Source: an optimization exercise on an open RTL-to-GDS flow (aim: small area). Production flows keep margins and buffers that such runs may drop.
Function was not checked in any run shown here: the RTL went through the layout flow alone.

==> flow/design.v, too long to show whole: its modules and the start of the top module <==
// module vending_machine: 1295 lines
// module g_fa: 6 lines
// module g_ha: 6 lines
// module g_nand2: 5 lines
// module g_nor2: 5 lines
// module g_nor2b: 5 lines
// module g_and2: 5 lines
// module g_or2: 5 lines
// module g_inv: 5 lines
// module g_xor2: 5 lines
// module g_xnor2: 5 lines
// module g_a21oi: 5 lines
// module g_mux2i: 5 lines
// module g_a22oi: 5 lines
// module g_a222oi: 5 lines
// module g_a22o: 5 lines
module vending_machine(pclk,prst,pvalid,pready,paddr,pwdata,prdata,wr_rd,coin,coin_valid,num_of_tea_reqd,num_of_milk_reqd,num_of_coffee_reqd,num_of_tea_served,num_of_coffee_served,num_of_milk_served,machine_ready);
  // ...
==> flow/flow/run.sh <==
#!/bin/bash
# Own layout flow: the standard synthesis, every logic cell set to its smallest
# drive strength (the flow's timing repair sizes up what needs it), port buffers
# of the smallest buffer then the
# standard layout steps.
set -euo pipefail
bash standard.sh synth > synth.log 2>&1
R=orfs/results/$FLOW_PLATFORM/vending_machine/base
openroad -no_init -exit -threads "${NUM_CORES:-4}" \
  -log downsize.log flow/downsize.tcl > downsize.out 2>&1
bash standard.sh "BUFFER_PORTS_ARGS=-buffer_cell sky130_fd_sc_hd__buf_1" \
  "CTS_ARGS=-sink_clustering_enable -repair_clock_nets -dont_use_dummy_load -buf_list {sky130_fd_sc_hd__clkbuf_4 sky130_fd_sc_hd__clkbuf_8} -sink_clustering_size 12 -sink_clustering_max_diameter 60" \
  finish > layout.log 2>&1
==> flow/flow/downsize.tcl <==
# Swap each combinational cell of the synthesized netlist to the smallest-area
# cell of the same family (same name but the drive-strength suffix).
set res orfs/results/$::env(FLOW_PLATFORM)/vending_machine/base
read_db $res/1_synth.odb
set db [ord::get_db]
set lib_masters {}
foreach lib [$db getLibs] {
  foreach m [$lib getMasters] {
    set n [$m getName]
    if {[regexp {^(.*)_([0-9]+)$} $n -> base drive]} {
      dict lappend lib_masters $base $m
    }
  }
}
set dont_use {}
if {[info exists ::env(DONT_USE_CELLS)]} { set dont_use [split $::env(DONT_USE_CELLS)] }
set swapped 0
foreach inst [[[$db getChip] getBlock] getInsts] {
  set m [$inst getMaster]
  set n [$m getName]
  if {![regexp {^(.*)_([0-9]+)$} $n -> base drive]} { continue }
  if {[regexp {df|dl|sdf|edf|conb|tap|fill|decap|clk} $base]} { continue }
  set best $m
  set ba [expr {[$m getWidth] * [$m getHeight]}]
  foreach c [dict get $lib_masters $base] {
    if {[lsearch -exact $dont_use [$c getName]] >= 0} { continue }
    set a [expr {[$c getWidth] * [$c getHeight]}]
    if {$a < $ba} { set best $c; set ba $a }
  }
  if {$best ne $m} {
    $inst swapMaster $best
    incr swapped
  }
}
puts "downsized $swapped instances"
write_db $res/1_synth.odb
==> flow/standard.sh <==
#!/bin/bash
# synth_recipe.tcl (not shown) runs the flow's synth.tcl, then flattens the netlist and writes it again
# the make line also repeats each setting of config.mk as NAME=value (left out here)
make -C /OpenROAD-flow-scripts/flow DESIGN_CONFIG=/design/flow/config.mk WORK_HOME=/design/flow/orfs CLKGATE_MAP_FILE= SYNTH_SCRIPT=/design/flow/synth_recipe.tcl "${@:-finish}"
==> flow/config.mk <==
export PLATFORM = sky130hd
export DESIGN_NAME = vending_machine
export DESIGN_NICKNAME = vending_machine
export VERILOG_FILES = /design/flow/design.v
export SDC_FILE = /design/flow/constraint.sdc
export NUM_CORES = 4
export LEC_CHECK = 0
export CAP_MARGIN = 5
export CORE_MARGIN = 2
export CORE_UTILIZATION = 70
export GPL_TIMING_DRIVEN = 0
export SLEW_MARGIN = 5
export SYNTH_HIERARCHICAL = 1
==> flow/constraint.sdc <==
create_clock -name core_clock -period 12.0 [get_ports {pclk}]
set_input_delay 2.4000 -clock core_clock [delete_from_list [all_inputs] [get_ports {pclk}]]
set_output_delay 2.4000 -clock core_clock [all_outputs]
set_load 0.01 [all_outputs]
==> notes.md, run 1 <==
Status - finished clean
Drc violations - 0
Register area - 2733 µm²
Clock sink count - 102
# Post-CTS Setup Buffers - 0
Worst slew pin tran - 1274 ps
Syn Area/Cell - 12.25 µm²
Slack of the critical path - 410.6 ps
Grt met2 use - 53.53%
Cell count after synthesis - 731
Worst Path Arrival - 11860 ps
Die width - 117.1 µm
Layout overhead on the synthesized area - 8.020%
Finished Layout Cells - 989
DR vias - 6127
Dpl cell area - 9504 µm²
Slowest-stage cell, CP - fa_1
RD Place Congestion - 0.8721
Period utilisation layout - 96.58%
Layout net count - 1071
Final hold slack - 561.4 ps
Worst Hold Class - reg2reg
Type of the worst setup path - in2reg
FP Rows - 41
CTS Buffer Depth - 2
Reg2reg setup slack - 2590 ps
DR top layer - met4
Setup crit start - coin_valid
# hold bufs at CTS - 0
Die ar. - 13710 µm²
Yosys warnings - 7
Vias in the first global route - 6476
Seq_cells - 102
==> run 2, diff against run 1 <==
--- a/flow/design.v
+++ b/flow/design.v
@@ -880,403 +880,385 @@
   wire n992;
   g_or2 u993 (.a(n505), .b(n988), .y(n992));
   wire n994, n995;
   g_fa u996 (.a(n506), .b(n535), .ci(n992), .s(n994), .co(n995));
   wire n997;
   g_xnor2 u998 (.a(n568), .b(n995), .y(n997));
   wire n999;
   g_or2 u1000 (.a(n568), .b(n995), .y(n999));
-  wire n1001;
-  g_xor2 u1002 (.a(n569), .b(n601), .y(n1001));
-  wire n1003;
-  g_xor2 u1004 (.a(n1001), .b(n999), .y(n1003));
-  wire n1005;
-  g_mux2i u1006 (.a0(n569), .a1(n999), .sel(n1001), .y(n1005));
-  wire n1007;
-  g_xor2 u1008 (.a(n602), .b(n634), .y(n1007));
-  wire n1009;
-  g_xnor2 u1010 (.a(n1007), .b(n1005), .y(n1009));
-  wire n1011;
-  g_nand2 u1012 (.a(n602), .b(n634), .y(n1011));
-  wire n1013;
-  g_nor2 u1014 (.a(n602), .b(n634), .y(n1013));
-  wire n1015;
-  g_a21oi u1016 (.a1(n1011), .a2(n1005), .b1(n1013), .y(n1015));
-  wire n1017;
-  g_xor2 u1018 (.a(n635), .b(n667), .y(n1017));
-  wire n1019;
-  g_xor2 u1020 (.a(n1017), .b(n1015), .y(n1019));
-  wire n1021;
-  g_mux2i u1022 (.a0(n635), .a1(n1015), .sel(n1017), .y(n1021));
-  wire n1023;
-  g_xor2 u1024 (.a(n668), .b(n700), .y(n1023));
-  wire n1025;
-  g_xnor2 u1026 (.a(n1023), .b(n1021), .y(n1025));
-  wire n1027;
-  g_nand2 u1028 (.a(n668), .b(n700), .y(n1027));
-  wire n1029;
-  g_nor2 u1030 (.a(n668), .b(n700), .y(n1029));
-  wire n1031;
-  g_a21oi u1032 (.a1(n1027), .a2(n1021), .b1(n1029), .y(n1031));
-  wire n1033;
-  g_xor2 u1034 (.a(n701), .b(n733), .y(n1033));
-  wire n1035;
-  g_xor2 u1036 (.a(n1033), .b(n1031), .y(n1035));
-  wire n1037;
-  g_mux2i u1038 (.a0(n701), .a1(n1031), .sel(n1033), .y(n1037));
-  wire n1039;
-  g_xor2 u1040 (.a(n734), .b(n766), .y(n1039));
-  wire n1041;
-  g_xnor2 u1042 (.a(n1039), .b(n1037), .y(n1041));
-  wire n1043;
-  g_nand2 u1044 (.a(n734), .b(n766), .y(n1043));
-  wire n1045;
-  g_nor2 u1046 (.a(n734), .b(n766), .y(n1045));
-  wire n1047;
-  g_a21oi u1048 (.a1(n1043), .a2(n1037), .b1(n1045), .y(n1047));
-  wire n1049;
-  g_xor2 u1050 (.a(n767), .b(n799), .y(n1049));
-  wire n1051;
-  g_xor2 u1052 (.a(n1049), .b(n1047), .y(n1051));
-  wire n1053;
-  g_mux2i u1054 (.a0(n767), .a1(n1047), .sel(n1049), .y(n1053));
-  wire n1055;
-  g_xor2 u1056 (.a(n800), .b(n832), .y(n1055));
-  wire n1057;
-  g_xnor2 u1058 (.a(n1055), .b(n1053), .y(n1057));
-  wire n1059;
-  g_nand2 u1060 (.a(n800), .b(n832), .y(n1059));
-  wire n1061;
-  g_nor2 u1062 (.a(n800), .b(n832), .y(n1061));
-  wire n1063;
-  g_a21oi u1064 (.a1(n1059), .a2(n1053), .b1(n1061), .y(n1063));
-  wire n1065;
-  g_xor2 u1066 (.a(n833), .b(n865), .y(n1065));
-  wire n1067;
-  g_xor2 u1068 (.a(n1065), .b(n1063), .y(n1067));
-  wire n1069;
-  g_mux2i u1070 (.a0(n833), .a1(n1063), .sel(n1065), .y(n1069));
-  wire n1071;
-  g_xor2 u1072 (.a(n866), .b(n898), .y(n1071));
-  wire n1073;
-  g_xnor2 u1074 (.a(n1071), .b(n1069), .y(n1073));
-  wire n1075;
-  g_nand2 u1076 (.a(n866), .b(n898), .y(n1075));
-  wire n1077;
-  g_nor2 u1078 (.a(n866), .b(n898), .y(n1077));
-  wire n1079;
-  g_a21oi u1080 (.a1(n1075), .a2(n1069), .b1(n1077), .y(n1079));
-  wire n1081;
-  g_xnor2 u1082 (.a(n928), .b(n1079), .y(n1081));
-  wire n1083;
-  g_or2 u1084 (.a(n928), .b(n1079), .y(n1083));
-  wire n1085;
-  g_xnor2 u1086 (.a(n952), .b(n1083), .y(n1085));
-  wire n1087;
-  g_or2 u1088 (.a(n952), .b(n1083), .y(n1087));
-  wire n1089;
-  g_xor2 u1090 (.a(n953), .b(n967), .y(n1089));
-  wire n1091;
-  g_xor2 u1092 (.a(n1089), .b(n1087), .y(n1091));
-  wire n1093;
-  g_mux2i u1094 (.a0(n953), .a1(n1087), .sel(n1089), .y(n1093));
-  wire n1095;
-  g_xor2 u1096 (.a(n968), .b(n973), .y(n1095));
-  wire n1097;
-  g_xnor2 u1098 (.a(n1095), .b(n1093), .y(n1097));
-  wire n1099;
-  g_nand2 u1100 (.a(n968), .b(n973), .y(n1099));
-  wire n1101;
-  g_nor2 u1102 (.a(n968), .b(n973), .y(n1101));
-  wire n1103;
-  g_a21oi u1104 (.a1(n1099), .a2(n1093), .b1(n1101), .y(n1103));
-  wire n1105;
-  g_xnor2 u1106 (.a(n976), .b(n1103), .y(n1105));
-  wire n1107;
-  g_or2 u1108 (.a(n976), .b(n1103), .y(n1107));
-  wire n1109;
-  g_xor2 u1110 (.a(c[21]), .b(n977), .y(n1109));
-  wire n1111;
-  g_xor2 u1112 (.a(n1109), .b(n1107), .y(n1111));
-  wire n1113;
-  g_mux2i u1114 (.a0(c[21]), .a1(n1107), .sel(n1109), .y(n1113));
-  wire n1115;
-  g_inv u1116 (.a(n1113), .y(n1115));
-  assign low = {n1115, n1111, n1105, n1097, n1091, n1085, n1081, n1073, n1067, n1057, n1051, n1041, n1035, n1025, n1019, n1009, n1003, n997, n994, n990, n986, n983, n979};
-  wire n1117;
-  g_a222oi u1118 (.a1(st), .a2(tea_cost[0]), .b1(sc), .b2(coffee_cost[0]), .c1(sm), .c2(milk_cost[0]), .y(n1117));
-  wire n1119;
-  g_inv u1120 (.a(n1117), .y(n1119));
-  assign rsel[0] = n1119;
-  wire n1121;
-  g_a222oi u1122 (.a1(st), .a2(tea_cost[1]), .b1(sc), .b2(coffee_cost[1]), .c1(sm), .c2(milk_cost[1]), .y(n1121));
-  wire n1123;
-  g_inv u1124 (.a(n1121), .y(n1123));
-  assign rsel[1] = n1123;
-  wire n1125;
-  g_a222oi u1126 (.a1(st), .a2(tea_cost[2]), .b1(sc), .b2(coffee_cost[2]), .c1(sm), .c2(milk_cost[2]), .y(n1125));
-  wire n1127;
-  g_inv u1128 (.a(n1125), .y(n1127));
-  assign rsel[2] = n1127;
-  wire n1129;
-  g_a222oi u1130 (.a1(st), .a2(tea_cost[3]), .b1(sc), .b2(coffee_cost[3]), .c1(sm), .c2(milk_cost[3]), .y(n1129));
-  wire n1131;
-  g_inv u1132 (.a(n1129), .y(n1131));
-  assign rsel[3] = n1131;
-  wire n1133;
-  g_a222oi u1134 (.a1(st), .a2(tea_cost[4]), .b1(sc), .b2(coffee_cost[4]), .c1(sm), .c2(milk_cost[4]), .y(n1133));
-  wire n1135;
-  g_inv u1136 (.a(n1133), .y(n1135));
-  assign rsel[4] = n1135;
-  wire n1137;
-  g_a222oi u1138 (.a1(st), .a2(tea_cost[5]), .b1(sc), .b2(coffee_cost[5]), .c1(sm), .c2(milk_cost[5]), .y(n1137));
-  wire n1139;
-  g_inv u1140 (.a(n1137), .y(n1139));
-  assign rsel[5] = n1139;
-  wire n1141;
-  g_a222oi u1142 (.a1(st), .a2(tea_cost[6]), .b1(sc), .b2(coffee_cost[6]), .c1(sm), .c2(milk_cost[6]), .y(n1141));
-  wire n1143;
-  g_inv u1144 (.a(n1141), .y(n1143));
-  assign rsel[6] = n1143;
-  wire n1145;
-  g_a222oi u1146 (.a1(st), .a2(tea_cost[7]), .b1(sc), .b2(coffee_cost[7]), .c1(sm), .c2(milk_cost[7]), .y(n1145));
-  wire n1147;
-  g_inv u1148 (.a(n1145), .y(n1147));
-  assign rsel[7] = n1147;
-  wire n1149;
-  g_and2 u1150 (.a(num_of_tea_reqd[0]), .b(sv), .y(n1149));
-  assign served_d[0] = n1149;
-  wire n1151;
-  g_and2 u1152 (.a(num_of_tea_reqd[1]), .b(sv), .y(n1151));
-  assign served_d[1] = n1151;
-  wire n1153;
-  g_and2 u1154 (.a(num_of_tea_reqd[2]), .b(sv), .y(n1153));
-  assign served_d[2] = n1153;
-  wire n1155;
-  g_and2 u1156 (.a(num_of_tea_reqd[3]), .b(sv), .y(n1155));
-  assign served_d[3] = n1155;
-  wire n1157;
-  g_and2 u1158 (.a(num_of_coffee_reqd[0]), .b(sv), .y(n1157));
-  assign served_d[4] = n1157;
-  wire n1159;
-  g_and2 u1160 (.a(num_of_coffee_reqd[1]), .b(sv), .y(n1159));
-  assign served_d[5] = n1159;
-  wire n1161;
-  g_and2 u1162 (.a(num_of_coffee_reqd[2]), .b(sv), .y(n1161));
-  assign served_d[6] = n1161;
-  wire n1163;
-  g_and2 u1164 (.a(num_of_coffee_reqd[3]), .b(sv), .y(n1163));
-  assign served_d[7] = n1163;
-  wire n1165;
-  g_and2 u1166 (.a(num_of_milk_reqd[0]), .b(sv), .y(n1165));
-  assign served_d[8] = n1165;
-  wire n1167;
-  g_and2 u1168 (.a(num_of_milk_reqd[1]), .b(sv), .y(n1167));
-  assign served_d[9] = n1167;
-  wire n1169;
-  g_and2 u1170 (.a(num_of_milk_reqd[2]), .b(sv), .y(n1169));
-  assign served_d[10] = n1169;
-  wire n1171;
-  g_and2 u1172 (.a(num_of_milk_reqd[3]), .b(sv), .y(n1171));
-  assign served_d[11] = n1171;
-  wire n1173;
-  g_a22o u1174 (.a1(tkp), .a2(low[0]), .b1(kpp), .b2(c[0]), .y(n1173));
-  assign credit_d[0] = n1173;
-  wire n1175;
-  g_a22o u1176 (.a1(tkp), .a2(low[1]), .b1(kpp), .b2(c[1]), .y(n1175));
-  assign credit_d[1] = n1175;
-  wire n1177;
-  g_a22o u1178 (.a1(tkp), .a2(low[2]), .b1(kpp), .b2(c[2]), .y(n1177));
-  assign credit_d[2] = n1177;
-  wire n1179;
-  g_a22o u1180 (.a1(tkp), .a2(low[3]), .b1(kpp), .b2(c[3]), .y(n1179));
-  assign credit_d[3] = n1179;
-  wire n1181;
-  g_a22o u1182 (.a1(tkp), .a2(low[4]), .b1(kpp), .b2(c[4]), .y(n1181));
-  assign credit_d[4] = n1181;
-  wire n1183;
-  g_a22o u1184 (.a1(tkp), .a2(low[5]), .b1(kpp), .b2(c[5]), .y(n1183));
-  assign credit_d[5] = n1183;
-  wire n1185;
-  g_a22o u1186 (.a1(tkp), .a2(low[6]), .b1(kpp), .b2(c[6]), .y(n1185));
-  assign credit_d[6] = n1185;
-  wire n1187;
-  g_a22o u1188 (.a1(tkp), .a2(low[7]), .b1(kpp), .b2(c[7]), .y(n1187));
-  assign credit_d[7] = n1187;
-  wire n1189;
-  g_a22o u1190 (.a1(tkp), .a2(low[8]), .b1(kpp), .b2(c[8]), .y(n1189));
-  assign credit_d[8] = n1189;
-  wire n1191;
-  g_a22o u1192 (.a1(tkp), .a2(low[9]), .b1(kpp), .b2(c[9]), .y(n1191));
-  assign credit_d[9] = n1191;
-  wire n1193;
-  g_a22o u1194 (.a1(tkp), .a2(low[10]), .b1(kpp), .b2(c[10]), .y(n1193));
-  assign credit_d[10] = n1193;
-  wire n1195;
-  g_a22o u1196 (.a1(tkp), .a2(low[11]), .b1(kpp), .b2(c[11]), .y(n1195));
-  assign credit_d[11] = n1195;
-  wire n1197;
-  g_a22o u1198 (.a1(tkp), .a2(low[12]), .b1(kpp), .b2(c[12]), .y(n1197));
-  assign credit_d[12] = n1197;
-  wire n1199;
-  g_a22o u1200 (.a1(tkp), .a2(low[13]), .b1(kpp), .b2(c[13]), .y(n1199));
-  assign credit_d[13] = n1199;
-  wire n1201;
-  g_a22o u1202 (.a1(tkp), .a2(low[14]), .b1(kpp), .b2(c[14]), .y(n1201));
-  assign credit_d[14] = n1201;
-  wire n1203;
-  g_a22o u1204 (.a1(tkp), .a2(low[15]), .b1(kpp), .b2(c[15]), .y(n1203));
-  assign credit_d[15] = n1203;
-  wire n1205;
-  g_a22o u1206 (.a1(tkp), .a2(low[16]), .b1(kpp), .b2(c[16]), .y(n1205));
-  assign credit_d[16] = n1205;
-  wire n1207;
-  g_a22o u1208 (.a1(tkp), .a2(low[17]), .b1(kpp), .b2(c[17]), .y(n1207));
-  assign credit_d[17] = n1207;
-  wire n1209;
-  g_a22o u1210 (.a1(tkp), .a2(low[18]), .b1(kpp), .b2(c[18]), .y(n1209));
-  assign credit_d[18] = n1209;
-  wire n1211;
-  g_a22o u1212 (.a1(tkp), .a2(low[19]), .b1(kpp), .b2(c[19]), .y(n1211));
-  assign credit_d[19] = n1211;
-  wire n1213;
-  g_a22o u1214 (.a1(tkp), .a2(low[20]), .b1(kpp), .b2(c[20]), .y(n1213));
-  assign credit_d[20] = n1213;
-  wire n1215;
-  g_a22o u1216 (.a1(tkp), .a2(low[21]), .b1(kpp), .b2(c[21]), .y(n1215));
-  assign credit_d[21] = n1215;
+  wire n1001, n1002;
+  g_fa u1003 (.a(n569), .b(n601), .ci(n999), .s(n1001), .co(n1002));
+  wire n1004, n1005;
+  g_fa u1006 (.a(n602), .b(n634), .ci(n1002), .s(n1004), .co(n1005));
+  wire n1007, n1008;
+  g_fa u1009 (.a(n635), .b(n667), .ci(n1005), .s(n1007), .co(n1008));
+  wire n1010;
+  g_xor2 u1011 (.a(n668), .b(n700), .y(n1010));
+  wire n1012;
+  g_xor2 u1013 (.a(n1010), .b(n1008), .y(n1012));
+  wire n1014;
+  g_mux2i u1015 (.a0(n668), .a1(n1008), .sel(n1010), .y(n1014));
+  wire n1016;
+  g_xor2 u1017 (.a(n701), .b(n733), .y(n1016));
+  wire n1018;
+  g_xnor2 u1019 (.a(n1016), .b(n1014), .y(n1018));
+  wire n1020;
+  g_nand2 u1021 (.a(n701), .b(n733), .y(n1020));
+  wire n1022;
+  g_nor2 u1023 (.a(n701), .b(n733), .y(n1022));
+  wire n1024;
+  g_a21oi u1025 (.a1(n1020), .a2(n1014), .b1(n1022), .y(n1024));
+  wire n1026;
+  g_xor2 u1027 (.a(n734), .b(n766), .y(n1026));
+  wire n1028;
+  g_xor2 u1029 (.a(n1026), .b(n1024), .y(n1028));
+  wire n1030;
+  g_mux2i u1031 (.a0(n734), .a1(n1024), .sel(n1026), .y(n1030));
+  wire n1032;
+  g_xor2 u1033 (.a(n767), .b(n799), .y(n1032));
+  wire n1034;
+  g_xnor2 u1035 (.a(n1032), .b(n1030), .y(n1034));
+  wire n1036;
+  g_nand2 u1037 (.a(n767), .b(n799), .y(n1036));
+  wire n1038;
+  g_nor2 u1039 (.a(n767), .b(n799), .y(n1038));
+  wire n1040;
+  g_a21oi u1041 (.a1(n1036), .a2(n1030), .b1(n1038), .y(n1040));
+  wire n1042;
+  g_xor2 u1043 (.a(n800), .b(n832), .y(n1042));
+  wire n1044;
+  g_xor2 u1045 (.a(n1042), .b(n1040), .y(n1044));
+  wire n1046;
+  g_mux2i u1047 (.a0(n800), .a1(n1040), .sel(n1042), .y(n1046));
+  wire n1048;
+  g_xor2 u1049 (.a(n833), .b(n865), .y(n1048));
+  wire n1050;
+  g_xnor2 u1051 (.a(n1048), .b(n1046), .y(n1050));
+  wire n1052;
+  g_nand2 u1053 (.a(n833), .b(n865), .y(n1052));
+  wire n1054;
+  g_nor2 u1055 (.a(n833), .b(n865), .y(n1054));
+  wire n1056;
+  g_a21oi u1057 (.a1(n1052), .a2(n1046), .b1(n1054), .y(n1056));
+  wire n1058;
+  g_xor2 u1059 (.a(n866), .b(n898), .y(n1058));
+  wire n1060;
+  g_xor2 u1061 (.a(n1058), .b(n1056), .y(n1060));
+  wire n1062;
+  g_mux2i u1063 (.a0(n866), .a1(n1056), .sel(n1058), .y(n1062));
+  wire n1064;
+  g_xor2 u1065 (.a(n928), .b(n1062), .y(n1064));
+  wire n1066;
+  g_nor2b u1067 (.a(n928), .bn(n1062), .y(n1066));
+  wire n1068;
+  g_xor2 u1069 (.a(n952), .b(n1066), .y(n1068));
+  wire n1070;
+  g_nor2b u1071 (.a(n952), .bn(n1066), .y(n1070));
+  wire n1072;
+  g_xor2 u1073 (.a(n953), .b(n967), .y(n1072));
+  wire n1074;
+  g_xnor2 u1075 (.a(n1072), .b(n1070), .y(n1074));
+  wire n1076;
+  g_nand2 u1077 (.a(n953), .b(n967), .y(n1076));
+  wire n1078;
+  g_nor2 u1079 (.a(n953), .b(n967), .y(n1078));
+  wire n1080;
+  g_a21oi u1081 (.a1(n1076), .a2(n1070), .b1(n1078), .y(n1080));
+  wire n1082;
+  g_xor2 u1083 (.a(n968), .b(n973), .y(n1082));
+  wire n1084;
+  g_xor2 u1085 (.a(n1082), .b(n1080), .y(n1084));
+  wire n1086;
+  g_mux2i u1087 (.a0(n968), .a1(n1080), .sel(n1082), .y(n1086));
+  wire n1088;
+  g_xor2 u1089 (.a(n976), .b(n1086), .y(n1088));
+  wire n1090;
+  g_nor2b u1091 (.a(n976), .bn(n1086), .y(n1090));
+  wire n1092;
+  g_xor2 u1093 (.a(c[21]), .b(n977), .y(n1092));
+  wire n1094;
+  g_xnor2 u1095 (.a(n1092), .b(n1090), .y(n1094));
+  wire n1096;
+  g_nand2 u1097 (.a(c[21]), .b(n977), .y(n1096));
+  wire n1098;
+  g_nor2 u1099 (.a(c[21]), .b(n977), .y(n1098));
+  wire n1100;
+  g_a21oi u1101 (.a1(n1096), .a2(n1090), .b1(n1098), .y(n1100));
+  assign low = {n1100, n1094, n1088, n1084, n1074, n1068, n1064, n1060, n1050, n1044, n1034, n1028, n1018, n1012, n1007, n1004, n1001, n997, n994, n990, n986, n983, n979};
+  wire n1102;
+  g_a222oi u1103 (.a1(st), .a2(tea_cost[0]), .b1(sc), .b2(coffee_cost[0]), .c1(sm), .c2(milk_cost[0]), .y(n1102));
+  wire n1104;
+  g_inv u1105 (.a(n1102), .y(n1104));
+  assign rsel[0] = n1104;
+  wire n1106;
+  g_a222oi u1107 (.a1(st), .a2(tea_cost[1]), .b1(sc), .b2(coffee_cost[1]), .c1(sm), .c2(milk_cost[1]), .y(n1106));
+  wire n1108;
+  g_inv u1109 (.a(n1106), .y(n1108));
+  assign rsel[1] = n1108;
+  wire n1110;
+  g_a222oi u1111 (.a1(st), .a2(tea_cost[2]), .b1(sc), .b2(coffee_cost[2]), .c1(sm), .c2(milk_cost[2]), .y(n1110));
+  wire n1112;
+  g_inv u1113 (.a(n1110), .y(n1112));
+  assign rsel[2] = n1112;
+  wire n1114;
+  g_a222oi u1115 (.a1(st), .a2(tea_cost[3]), .b1(sc), .b2(coffee_cost[3]), .c1(sm), .c2(milk_cost[3]), .y(n1114));
+  wire n1116;
+  g_inv u1117 (.a(n1114), .y(n1116));
+  assign rsel[3] = n1116;
+  wire n1118;
+  g_a222oi u1119 (.a1(st), .a2(tea_cost[4]), .b1(sc), .b2(coffee_cost[4]), .c1(sm), .c2(milk_cost[4]), .y(n1118));
+  wire n1120;
+  g_inv u1121 (.a(n1118), .y(n1120));
+  assign rsel[4] = n1120;
+  wire n1122;
+  g_a222oi u1123 (.a1(st), .a2(tea_cost[5]), .b1(sc), .b2(coffee_cost[5]), .c1(sm), .c2(milk_cost[5]), .y(n1122));
+  wire n1124;
+  g_inv u1125 (.a(n1122), .y(n1124));
+  assign rsel[5] = n1124;
+  wire n1126;
+  g_a222oi u1127 (.a1(st), .a2(tea_cost[6]), .b1(sc), .b2(coffee_cost[6]), .c1(sm), .c2(milk_cost[6]), .y(n1126));
+  wire n1128;
+  g_inv u1129 (.a(n1126), .y(n1128));
+  assign rsel[6] = n1128;
+  wire n1130;
+  g_a222oi u1131 (.a1(st), .a2(tea_cost[7]), .b1(sc), .b2(coffee_cost[7]), .c1(sm), .c2(milk_cost[7]), .y(n1130));
+  wire n1132;
+  g_inv u1133 (.a(n1130), .y(n1132));
+  assign rsel[7] = n1132;
+  wire n1134;
+  g_and2 u1135 (.a(num_of_tea_reqd[0]), .b(sv), .y(n1134));
+  assign served_d[0] = n1134;
+  wire n1136;
+  g_and2 u1137 (.a(num_of_tea_reqd[1]), .b(sv), .y(n1136));
+  assign served_d[1] = n1136;
+  wire n1138;
+  g_and2 u1139 (.a(num_of_tea_reqd[2]), .b(sv), .y(n1138));
+  assign served_d[2] = n1138;
+  wire n1140;
+  g_and2 u1141 (.a(num_of_tea_reqd[3]), .b(sv), .y(n1140));
+  assign served_d[3] = n1140;
+  wire n1142;
+  g_and2 u1143 (.a(num_of_coffee_reqd[0]), .b(sv), .y(n1142));
+  assign served_d[4] = n1142;
+  wire n1144;
+  g_and2 u1145 (.a(num_of_coffee_reqd[1]), .b(sv), .y(n1144));
+  assign served_d[5] = n1144;
+  wire n1146;
+  g_and2 u1147 (.a(num_of_coffee_reqd[2]), .b(sv), .y(n1146));
+  assign served_d[6] = n1146;
+  wire n1148;
+  g_and2 u1149 (.a(num_of_coffee_reqd[3]), .b(sv), .y(n1148));
+  assign served_d[7] = n1148;
+  wire n1150;
+  g_and2 u1151 (.a(num_of_milk_reqd[0]), .b(sv), .y(n1150));
+  assign served_d[8] = n1150;
+  wire n1152;
+  g_and2 u1153 (.a(num_of_milk_reqd[1]), .b(sv), .y(n1152));
+  assign served_d[9] = n1152;
+  wire n1154;
+  g_and2 u1155 (.a(num_of_milk_reqd[2]), .b(sv), .y(n1154));
+  assign served_d[10] = n1154;
+  wire n1156;
+  g_and2 u1157 (.a(num_of_milk_reqd[3]), .b(sv), .y(n1156));
+  assign served_d[11] = n1156;
+  wire n1158;
+  g_a22o u1159 (.a1(tkp), .a2(low[0]), .b1(kpp), .b2(c[0]), .y(n1158));
+  assign credit_d[0] = n1158;
+  wire n1160;
+  g_a22o u1161 (.a1(tkp), .a2(low[1]), .b1(kpp), .b2(c[1]), .y(n1160));
+  assign credit_d[1] = n1160;
+  wire n1162;
+  g_a22o u1163 (.a1(tkp), .a2(low[2]), .b1(kpp), .b2(c[2]), .y(n1162));
+  assign credit_d[2] = n1162;
+  wire n1164;
+  g_a22o u1165 (.a1(tkp), .a2(low[3]), .b1(kpp), .b2(c[3]), .y(n1164));
+  assign credit_d[3] = n1164;
+  wire n1166;
+  g_a22o u1167 (.a1(tkp), .a2(low[4]), .b1(kpp), .b2(c[4]), .y(n1166));
+  assign credit_d[4] = n1166;
+  wire n1168;
+  g_a22o u1169 (.a1(tkp), .a2(low[5]), .b1(kpp), .b2(c[5]), .y(n1168));
+  assign credit_d[5] = n1168;
+  wire n1170;
+  g_a22o u1171 (.a1(tkp), .a2(low[6]), .b1(kpp), .b2(c[6]), .y(n1170));
+  assign credit_d[6] = n1170;
+  wire n1172;
+  g_a22o u1173 (.a1(tkp), .a2(low[7]), .b1(kpp), .b2(c[7]), .y(n1172));
+  assign credit_d[7] = n1172;
+  wire n1174;
+  g_a22o u1175 (.a1(tkp), .a2(low[8]), .b1(kpp), .b2(c[8]), .y(n1174));
+  assign credit_d[8] = n1174;
+  wire n1176;
+  g_a22o u1177 (.a1(tkp), .a2(low[9]), .b1(kpp), .b2(c[9]), .y(n1176));
+  assign credit_d[9] = n1176;
+  wire n1178;
+  g_a22o u1179 (.a1(tkp), .a2(low[10]), .b1(kpp), .b2(c[10]), .y(n1178));
+  assign credit_d[10] = n1178;
+  wire n1180;
+  g_a22o u1181 (.a1(tkp), .a2(low[11]), .b1(kpp), .b2(c[11]), .y(n1180));
+  assign credit_d[11] = n1180;
+  wire n1182;
+  g_a22o u1183 (.a1(tkp), .a2(low[12]), .b1(kpp), .b2(c[12]), .y(n1182));
+  assign credit_d[12] = n1182;
+  wire n1184;
+  g_a22o u1185 (.a1(tkp), .a2(low[13]), .b1(kpp), .b2(c[13]), .y(n1184));
+  assign credit_d[13] = n1184;
+  wire n1186;
+  g_a22o u1187 (.a1(tkp), .a2(low[14]), .b1(kpp), .b2(c[14]), .y(n1186));
+  assign credit_d[14] = n1186;
+  wire n1188;
+  g_a22o u1189 (.a1(tkp), .a2(low[15]), .b1(kpp), .b2(c[15]), .y(n1188));
+  assign credit_d[15] = n1188;
+  wire n1190;
+  g_a22o u1191 (.a1(tkp), .a2(low[16]), .b1(kpp), .b2(c[16]), .y(n1190));
+  assign credit_d[16] = n1190;
+  wire n1192;
+  g_a22o u1193 (.a1(tkp), .a2(low[17]), .b1(kpp), .b2(c[17]), .y(n1192));
+  assign credit_d[17] = n1192;
+  wire n1194;
+  g_a22o u1195 (.a1(tkp), .a2(low[18]), .b1(kpp), .b2(c[18]), .y(n1194));
+  assign credit_d[18] = n1194;
+  wire n1196;
+  g_a22o u1197 (.a1(tkp), .a2(low[19]), .b1(kpp), .b2(c[19]), .y(n1196));
+  assign credit_d[19] = n1196;
+  wire n1198;
+  g_a22o u1199 (.a1(tkp), .a2(low[20]), .b1(kpp), .b2(c[20]), .y(n1198));
+  assign credit_d[20] = n1198;
+  wire n1200;
+  g_a22o u1201 (.a1(tkp), .a2(low[21]), .b1(kpp), .b2(c[21]), .y(n1200));
+  assign credit_d[21] = n1200;
   assign O[22] = 1'b1;
   assign Z[22] = 1'b1;
   assign O[23] = credit[22];
   assign Z[23] = ~credit[22];
-  wire n1217;
-  g_and2 u1218 (.a(O[23]), .b(credit[23]), .y(n1217));
-  assign O[24] = n1217;
-  wire n1219;
-  g_nor2b u1220 (.a(credit[23]), .bn(Z[23]), .y(n1219));
-  assign Z[24] = n1219;
-  wire n1221;
-  g_and2 u1222 (.a(O[24]), .b(credit[24]), .y(n1221));
-  assign O[25] = n1221;
-  wire n1223;
-  g_nor2b u1224 (.a(credit[24]), .bn(Z[24]), .y(n1223));
-  assign Z[25] = n1223;
-  wire n1225;
-  g_and2 u1226 (.a(O[25]), .b(credit[25]), .y(n1225));
-  assign O[26] = n1225;
-  wire n1227;
-  g_nor2b u1228 (.a(credit[25]), .bn(Z[25]), .y(n1227));
-  assign Z[26] = n1227;
-  wire n1229;
-  g_and2 u1230 (.a(O[26]), .b(credit[26]), .y(n1229));
-  assign O[27] = n1229;
-  wire n1231;
-  g_nor2b u1232 (.a(credit[26]), .bn(Z[26]), .y(n1231));
-  assign Z[27] = n1231;
-  wire n1233;
-  g_and2 u1234 (.a(O[27]), .b(credit[27]), .y(n1233));
-  assign O[28] = n1233;
-  wire n1235;
-  g_nor2b u1236 (.a(credit[27]), .bn(Z[27]), .y(n1235));
-  assign Z[28] = n1235;
-  wire n1237;
-  g_and2 u1238 (.a(O[28]), .b(credit[28]), .y(n1237));
-  assign O[29] = n1237;
-  wire n1239;
-  g_nor2b u1240 (.a(credit[28]), .bn(Z[28]), .y(n1239));
-  assign Z[29] = n1239;
-  wire n1241;
-  g_and2 u1242 (.a(O[29]), .b(credit[29]), .y(n1241));
-  assign O[30] = n1241;
-  wire n1243;
-  g_nor2b u1244 (.a(credit[29]), .bn(Z[29]), .y(n1243));
-  assign Z[30] = n1243;
-  wire n1245;
-  g_and2 u1246 (.a(O[30]), .b(credit[30]), .y(n1245));
-  assign O[31] = n1245;
-  wire n1247;
-  g_nor2b u1248 (.a(credit[30]), .bn(Z[30]), .y(n1247));
-  assign Z[31] = n1247;
-  wire n1249;
-  g_and2 u1250 (.a(O[31]), .b(credit[31]), .y(n1249));
-  assign O[32] = n1249;
-  wire n1251;
-  g_nor2b u1252 (.a(credit[31]), .bn(Z[31]), .y(n1251));
-  assign Z[32] = n1251;
-  wire n1253;
-  g_nor2 u1254 (.a(up), .b(dn), .y(n1253));
-  wire n1255;
-  g_xor2 u1256 (.a(credit[22]), .b(n1253), .y(n1255));
-  wire n1257;
-  g_nor2 u1258 (.a(prst), .b(n1255), .y(n1257));
-  assign credit_d[22] = n1257;
-  wire n1259;
-  g_a22oi u1260 (.a1(up), .a2(O[23]), .b1(dn), .b2(Z[23]), .y(n1259));
-  wire n1261;
-  g_xor2 u1262 (.a(credit[23]), .b(n1259), .y(n1261));
-  wire n1263;
-  g_nor2 u1264 (.a(prst), .b(n1261), .y(n1263));
-  assign credit_d[23] = n1263;
-  wire n1265;
-  g_a22oi u1266 (.a1(up), .a2(O[24]), .b1(dn), .b2(Z[24]), .y(n1265));
-  wire n1267;
-  g_xor2 u1268 (.a(credit[24]), .b(n1265), .y(n1267));
-  wire n1269;
-  g_nor2 u1270 (.a(prst), .b(n1267), .y(n1269));
-  assign credit_d[24] = n1269;
-  wire n1271;
-  g_a22oi u1272 (.a1(up), .a2(O[25]), .b1(dn), .b2(Z[25]), .y(n1271));
-  wire n1273;
-  g_xor2 u1274 (.a(credit[25]), .b(n1271), .y(n1273));
-  wire n1275;
-  g_nor2 u1276 (.a(prst), .b(n1273), .y(n1275));
-  assign credit_d[25] = n1275;
-  wire n1277;
-  g_a22oi u1278 (.a1(up), .a2(O[26]), .b1(dn), .b2(Z[26]), .y(n1277));
-  wire n1279;
-  g_xor2 u1280 (.a(credit[26]), .b(n1277), .y(n1279));
-  wire n1281;
-  g_nor2 u1282 (.a(prst), .b(n1279), .y(n1281));
-  assign credit_d[26] = n1281;
-  wire n1283;
-  g_a22oi u1284 (.a1(up), .a2(O[27]), .b1(dn), .b2(Z[27]), .y(n1283));
-  wire n1285;
-  g_xor2 u1286 (.a(credit[27]), .b(n1283), .y(n1285));
-  wire n1287;
-  g_nor2 u1288 (.a(prst), .b(n1285), .y(n1287));
-  assign credit_d[27] = n1287;
-  wire n1289;
-  g_a22oi u1290 (.a1(up), .a2(O[28]), .b1(dn), .b2(Z[28]), .y(n1289));
-  wire n1291;
-  g_xor2 u1292 (.a(credit[28]), .b(n1289), .y(n1291));
-  wire n1293;
-  g_nor2 u1294 (.a(prst), .b(n1291), .y(n1293));
-  assign credit_d[28] = n1293;
-  wire n1295;
-  g_a22oi u1296 (.a1(up), .a2(O[29]), .b1(dn), .b2(Z[29]), .y(n1295));
-  wire n1297;
-  g_xor2 u1298 (.a(credit[29]), .b(n1295), .y(n1297));
-  wire n1299;
-  g_nor2 u1300 (.a(prst), .b(n1297), .y(n1299));
-  assign credit_d[29] = n1299;
-  wire n1301;
-  g_a22oi u1302 (.a1(up), .a2(O[30]), .b1(dn), .b2(Z[30]), .y(n1301));
-  wire n1303;
-  g_xor2 u1304 (.a(credit[30]), .b(n1301), .y(n1303));
-  wire n1305;
-  g_nor2 u1306 (.a(prst), .b(n1303), .y(n1305));
-  assign credit_d[30] = n1305;
-  wire n1307;
-  g_a22oi u1308 (.a1(up), .a2(O[31]), .b1(dn), .b2(Z[31]), .y(n1307));
-  wire n1309;
-  g_xor2 u1310 (.a(credit[31]), .b(n1307), .y(n1309));
-  wire n1311;
-  g_nor2 u1312 (.a(prst), .b(n1309), .y(n1311));
-  assign credit_d[31] = n1311;
+  wire n1202;
+  g_and2 u1203 (.a(O[23]), .b(credit[23]), .y(n1202));
+  assign O[24] = n1202;
+  wire n1204;
+  g_nor2b u1205 (.a(credit[23]), .bn(Z[23]), .y(n1204));
+  assign Z[24] = n1204;
+  wire n1206;
+  g_and2 u1207 (.a(O[24]), .b(credit[24]), .y(n1206));
+  assign O[25] = n1206;
+  wire n1208;
+  g_nor2b u1209 (.a(credit[24]), .bn(Z[24]), .y(n1208));
+  assign Z[25] = n1208;
+  wire n1210;
+  g_and2 u1211 (.a(O[25]), .b(credit[25]), .y(n1210));
+  assign O[26] = n1210;
+  wire n1212;
+  g_nor2b u1213 (.a(credit[25]), .bn(Z[25]), .y(n1212));
+  assign Z[26] = n1212;
+  wire n1214;
+  g_and2 u1215 (.a(O[26]), .b(credit[26]), .y(n1214));
+  assign O[27] = n1214;
+  wire n1216;
+  g_nor2b u1217 (.a(credit[26]), .bn(Z[26]), .y(n1216));
+  assign Z[27] = n1216;
+  wire n1218;
+  g_and2 u1219 (.a(O[27]), .b(credit[27]), .y(n1218));
+  assign O[28] = n1218;
+  wire n1220;
+  g_nor2b u1221 (.a(credit[27]), .bn(Z[27]), .y(n1220));
+  assign Z[28] = n1220;
+  wire n1222;
+  g_and2 u1223 (.a(O[28]), .b(credit[28]), .y(n1222));
+  assign O[29] = n1222;
+  wire n1224;
+  g_nor2b u1225 (.a(credit[28]), .bn(Z[28]), .y(n1224));
+  assign Z[29] = n1224;
+  wire n1226;
+  g_and2 u1227 (.a(O[29]), .b(credit[29]), .y(n1226));
+  assign O[30] = n1226;
+  wire n1228;
+  g_nor2b u1229 (.a(credit[29]), .bn(Z[29]), .y(n1228));
+  assign Z[30] = n1228;
+  wire n1230;
+  g_and2 u1231 (.a(O[30]), .b(credit[30]), .y(n1230));
+  assign O[31] = n1230;
+  wire n1232;
+  g_nor2b u1233 (.a(credit[30]), .bn(Z[30]), .y(n1232));
+  assign Z[31] = n1232;
+  wire n1234;
+  g_and2 u1235 (.a(O[31]), .b(credit[31]), .y(n1234));
+  assign O[32] = n1234;
+  wire n1236;
+  g_nor2b u1237 (.a(credit[31]), .bn(Z[31]), .y(n1236));
+  assign Z[32] = n1236;
+  wire n1238;
+  g_nor2 u1239 (.a(up), .b(dn), .y(n1238));
+  wire n1240;
+  g_xor2 u1241 (.a(credit[22]), .b(n1238), .y(n1240));
+  wire n1242;
+  g_nor2 u1243 (.a(prst), .b(n1240), .y(n1242));
+  assign credit_d[22] = n1242;
+  wire n1244;
+  g_a22oi u1245 (.a1(up), .a2(O[23]), .b1(dn), .b2(Z[23]), .y(n1244));
+  wire n1246;
+  g_xor2 u1247 (.a(credit[23]), .b(n1244), .y(n1246));
+  wire n1248;
+  g_nor2 u1249 (.a(prst), .b(n1246), .y(n1248));
+  assign credit_d[23] = n1248;
+  wire n1250;
+  g_a22oi u1251 (.a1(up), .a2(O[24]), .b1(dn), .b2(Z[24]), .y(n1250));
+  wire n1252;
+  g_xor2 u1253 (.a(credit[24]), .b(n1250), .y(n1252));
+  wire n1254;
+  g_nor2 u1255 (.a(prst), .b(n1252), .y(n1254));
+  assign credit_d[24] = n1254;
+  wire n1256;
+  g_a22oi u1257 (.a1(up), .a2(O[25]), .b1(dn), .b2(Z[25]), .y(n1256));
+  wire n1258;
+  g_xor2 u1259 (.a(credit[25]), .b(n1256), .y(n1258));
+  wire n1260;
+  g_nor2 u1261 (.a(prst), .b(n1258), .y(n1260));
+  assign credit_d[25] = n1260;
+  wire n1262;
+  g_a22oi u1263 (.a1(up), .a2(O[26]), .b1(dn), .b2(Z[26]), .y(n1262));
+  wire n1264;
+  g_xor2 u1265 (.a(credit[26]), .b(n1262), .y(n1264));
+  wire n1266;
+  g_nor2 u1267 (.a(prst), .b(n1264), .y(n1266));
+  assign credit_d[26] = n1266;
+  wire n1268;
+  g_a22oi u1269 (.a1(up), .a2(O[27]), .b1(dn), .b2(Z[27]), .y(n1268));
+  wire n1270;
+  g_xor2 u1271 (.a(credit[27]), .b(n1268), .y(n1270));
+  wire n1272;
+  g_nor2 u1273 (.a(prst), .b(n1270), .y(n1272));
+  assign credit_d[27] = n1272;
+  wire n1274;
+  g_a22oi u1275 (.a1(up), .a2(O[28]), .b1(dn), .b2(Z[28]), .y(n1274));
+  wire n1276;
+  g_xor2 u1277 (.a(credit[28]), .b(n1274), .y(n1276));
+  wire n1278;
+  g_nor2 u1279 (.a(prst), .b(n1276), .y(n1278));
+  assign credit_d[28] = n1278;
+  wire n1280;
+  g_a22oi u1281 (.a1(up), .a2(O[29]), .b1(dn), .b2(Z[29]), .y(n1280));
+  wire n1282;
+  g_xor2 u1283 (.a(credit[29]), .b(n1280), .y(n1282));
+  wire n1284;
+  g_nor2 u1285 (.a(prst), .b(n1282), .y(n1284));
+  assign credit_d[29] = n1284;
+  wire n1286;
+  g_a22oi u1287 (.a1(up), .a2(O[30]), .b1(dn), .b2(Z[30]), .y(n1286));
+  wire n1288;
+  g_xor2 u1289 (.a(credit[30]), .b(n1286), .y(n1288));
+  wire n1290;
+  g_nor2 u1291 (.a(prst), .b(n1288), .y(n1290));
+  assign credit_d[30] = n1290;
+  wire n1292;
+  g_a22oi u1293 (.a1(up), .a2(O[31]), .b1(dn), .b2(Z[31]), .y(n1292));
+  wire n1294;
+  g_xor2 u1295 (.a(credit[31]), .b(n1292), .y(n1294));
+  wire n1296;
+  g_nor2 u1297 (.a(prst), .b(n1294), .y(n1296));
+  assign credit_d[31] = n1296;
 wire c31 = credit[31] ^ (cc22 & O[31]);
 wire chi_zero = cc22 ? O[32] : Z[32];
 wire ok = coin_valid & ~c31;
 wire serve = ~c31 & (low[22] | ~chi_zero);
 wire take = ok & (low[22] | ~chi_zero);
 wire bw = ok & ~chi_zero & ~low[22];
 assign up = cc22 & ~bw;
 assign dn = bw & ~cc22;
==> notes.md, run 2 <==
RD Place Congestion - 0.8909 (+2.2%)
Hold Crit Endpoint - credit[28]$_DFF_P_
CORE AREA - 12520 µm²
Largest stage delay, worst path - 570 ps
Commonest non-fill, non-tap cell in the layout - nand2_1
Final worst path period need - 11440 ps
Slack of the critical path - 558.1 ps (+147.4 ps)
DRT iter0 DRCs - 479
Diode count - 0
Syn nets - 977
FP Rows - 41 (unchanged)
Slowest-stage cell, CP - o31a_2
Clock edge transition at the registers on the reported setup and hold paths - 100 ps
Crit path top cell by count - fa_1
Cell count after synthesis - 722 (-1.2%)
Drt via density - 6.182
Number of buffers created by CTS - 9
Status - finished clean
Die ar. - 13670 µm² (-0.32%)
Initial antenna violation count - 0
DR WL/cell - 21.63 µm
Reg2reg start - tea_cost[1]$_DFFE_PP_
Largest Register - credit
Layout net count - 1066 (-0.47%)
Setup violations, final - 0
Worst Hold Class - reg2reg
Remaining Overflow, GRT - 0
Fmax - 87.40 MHz
Worst Path Arrival - 11730 ps (-130 ps)
First-pass GRT wire length - 33.34 mm
Post-Route WL - 21.22 mm
Vias in the first global route - 6639 (+2.5%)
Hold Startpoint - credit[28]$_DFF_P_
Drc violations - 0 (unchanged)
Hold path cells - 2
Type of the worst setup path - in2reg
Chip height - 116.9 µm
Top-Level Pins - 74
Worst Clk Skew - 35.48 ps
Initial Util - 71.31%
Most frequent cells in the layout - nand2_1 (202), fa_1 (190), edfxtp_1 (69)
Post-route setup TNS - 0 ps
Reg2reg setup slack - 2610 ps (+20 ps)
Fillers - 887
Layout overhead on the synthesized area - 8.018% (about the same)
Final ANT Viol Nets - 0
R2r endpoint - credit[11]$_DFF_P_
Largest net degree at the start of global routing - 23
Port buffer count - 73
Half-perimeter wire length after placement - 16.55 mm
Syn Area/Cell - 12.36 µm² (+0.92%)
H-Tree Depth - 3
Worst slew pin tran - 1209 ps (-65.72 ps)
Clock sink count - 102 (unchanged)
Register area - 2733 µm² (unchanged)
Root Buffer - clkbuf_8
Utilization after layout - 77.03%
Max FFs per register - 32
RSZ-0062 raised after global routing - false
Layout cells sized above 1 - 3.956%
Worst setup SP type - input pin
Die width - 116.9 µm (-0.16%)
Tot GR Track Use - 33.56%
CTS Buffer Depth - 2 (unchanged)
Final hold violation count - 0
Mapped Area - 8926 µm²
Pre-CTS setup slack - -623.9 ps
DR vias - 6065 (-1.0%)
Fin. max-slew vios - 0
Yosys warnings - 7 (unchanged)
CTS tree - yes
Crit Path Max Fanout - 22
Clock Latency Late Sink - 380 ps
Slew headroom - 19.25%
CP endpoint kind - flop
Max-cap violations - 0
R2R depth - 29
Period utilisation layout - 95.35% (-1.2 points)
CP required - 12290 ps
Area of the multi-input gates - 6173 µm²
Drt first pass iters - 6
-- run 2: critical path: cells and delay by family --
| family | cells | cell delay (ps) |
|---|---|---|
| multiplexers | 5 | 1400 |
| XOR/XNOR | 1 | 290 |
| buffers and inverters | 1 | 170 |
| AND/OR/NAND/NOR | 6 | 1180 |
| AO/OA/AOI/OAI | 8 | 1890 |
| adder cells (fa/ha/maj) | 11 | 4430 |
-- run 2: repair_timing --
action / 4_1_cts / 5_1_grt
setup buffers: 0 / 0
setup endpoints to repair: 28 / 44
gates resized for setup: 2 / 25
cloned: 0 / 0
hold buffers: 0 / 0
-- run 2: per-stage QoR --
step	hold slack [ps]	cell area [µm²]	std cells
floorplan	505.4	8926	722
global placement	519.0	9415	967
detailed placement	534.2	9487	972
CTS	558.0	9618	981
global route	591.9	9642	981
finish	556.5	9642	981
-- run 2: cell type report --
type                       instances  share of cell area, %
inverter                          14                 0.5450
tap                              172                  2.232
buffer                             2                0.07786
clock buffer                       9                  1.285
timing repair buffer              78                  3.491
sequential                       102                  28.34
multi-input combinational        604                  64.03
-- run 2: worst max-delay path by stage --
| stage | startpoint | end | slack [ps] | depth (start not counted) |
|---|---|---|---|---|
| finish | coin_valid | credit[11]$_DFF_P_ | 560 | 32 |
| global route | coin_valid | credit[11]$_DFF_P_ | 20 | 32 |
| CTS | num_of_tea_reqd[1] | credit[23]$_DFF_P_ | 7 | 32 |
| detailed placement | num_of_tea_reqd[1] | credit[11]$_DFF_P_ | -620 | 30 |
| global placement | coin_valid | credit[8]$_DFF_P_ | -2350 | 31 |
| floorplan | coin[1] | credit[0]$_DFF_P_ | 430 | 30 |
-- run 2: metal layers --
| metal | vias up | wire length, µm | global-route usage, % |
|---|---|---|---|
| met5 | - | 0 | 0 |
| met1 | 3073 | 7898 | 44.02 |
| met4 | 0 | 809 | 12.86 |
| met2 | 353 | 10580 | 55.26 |
| met3 | 81 | 1937 | 8.136 |
| li1 | 2558 | - | - |

## separate check: timing with driven ports
Ports are ideal in the flow. The routed layouts listed here were re-timed in OpenROAD.
Step 1 assumes that a clkbuf_16 drives the clock port and a buf_2 every other input.
Step 2 adds t to the input delays and takes it off the output delays; t is the mean of the earliest and latest rising clock arrival at the registers after step 1. Input paths then give back, and output paths get back, about the clock's delay inside the block.
Three values: no drivers, after step 1, after step 2; two values: the first two.
| run | t, ns | slack for setup (ns) | worst setup path after step 2 |
|---|---|---|---|
| run 1 | 0.420 | 0.411 / 0.423 / 0.002 | input to register |
| run 2 | 0.403 | 0.558 / 0.575 / 0.172 | input to register |
After both steps setup and hold are still met in every run listed. For run 1, which loses most, drivers alone change the setup slack by +0.012 ns; drivers and shift together by -0.409 ns.
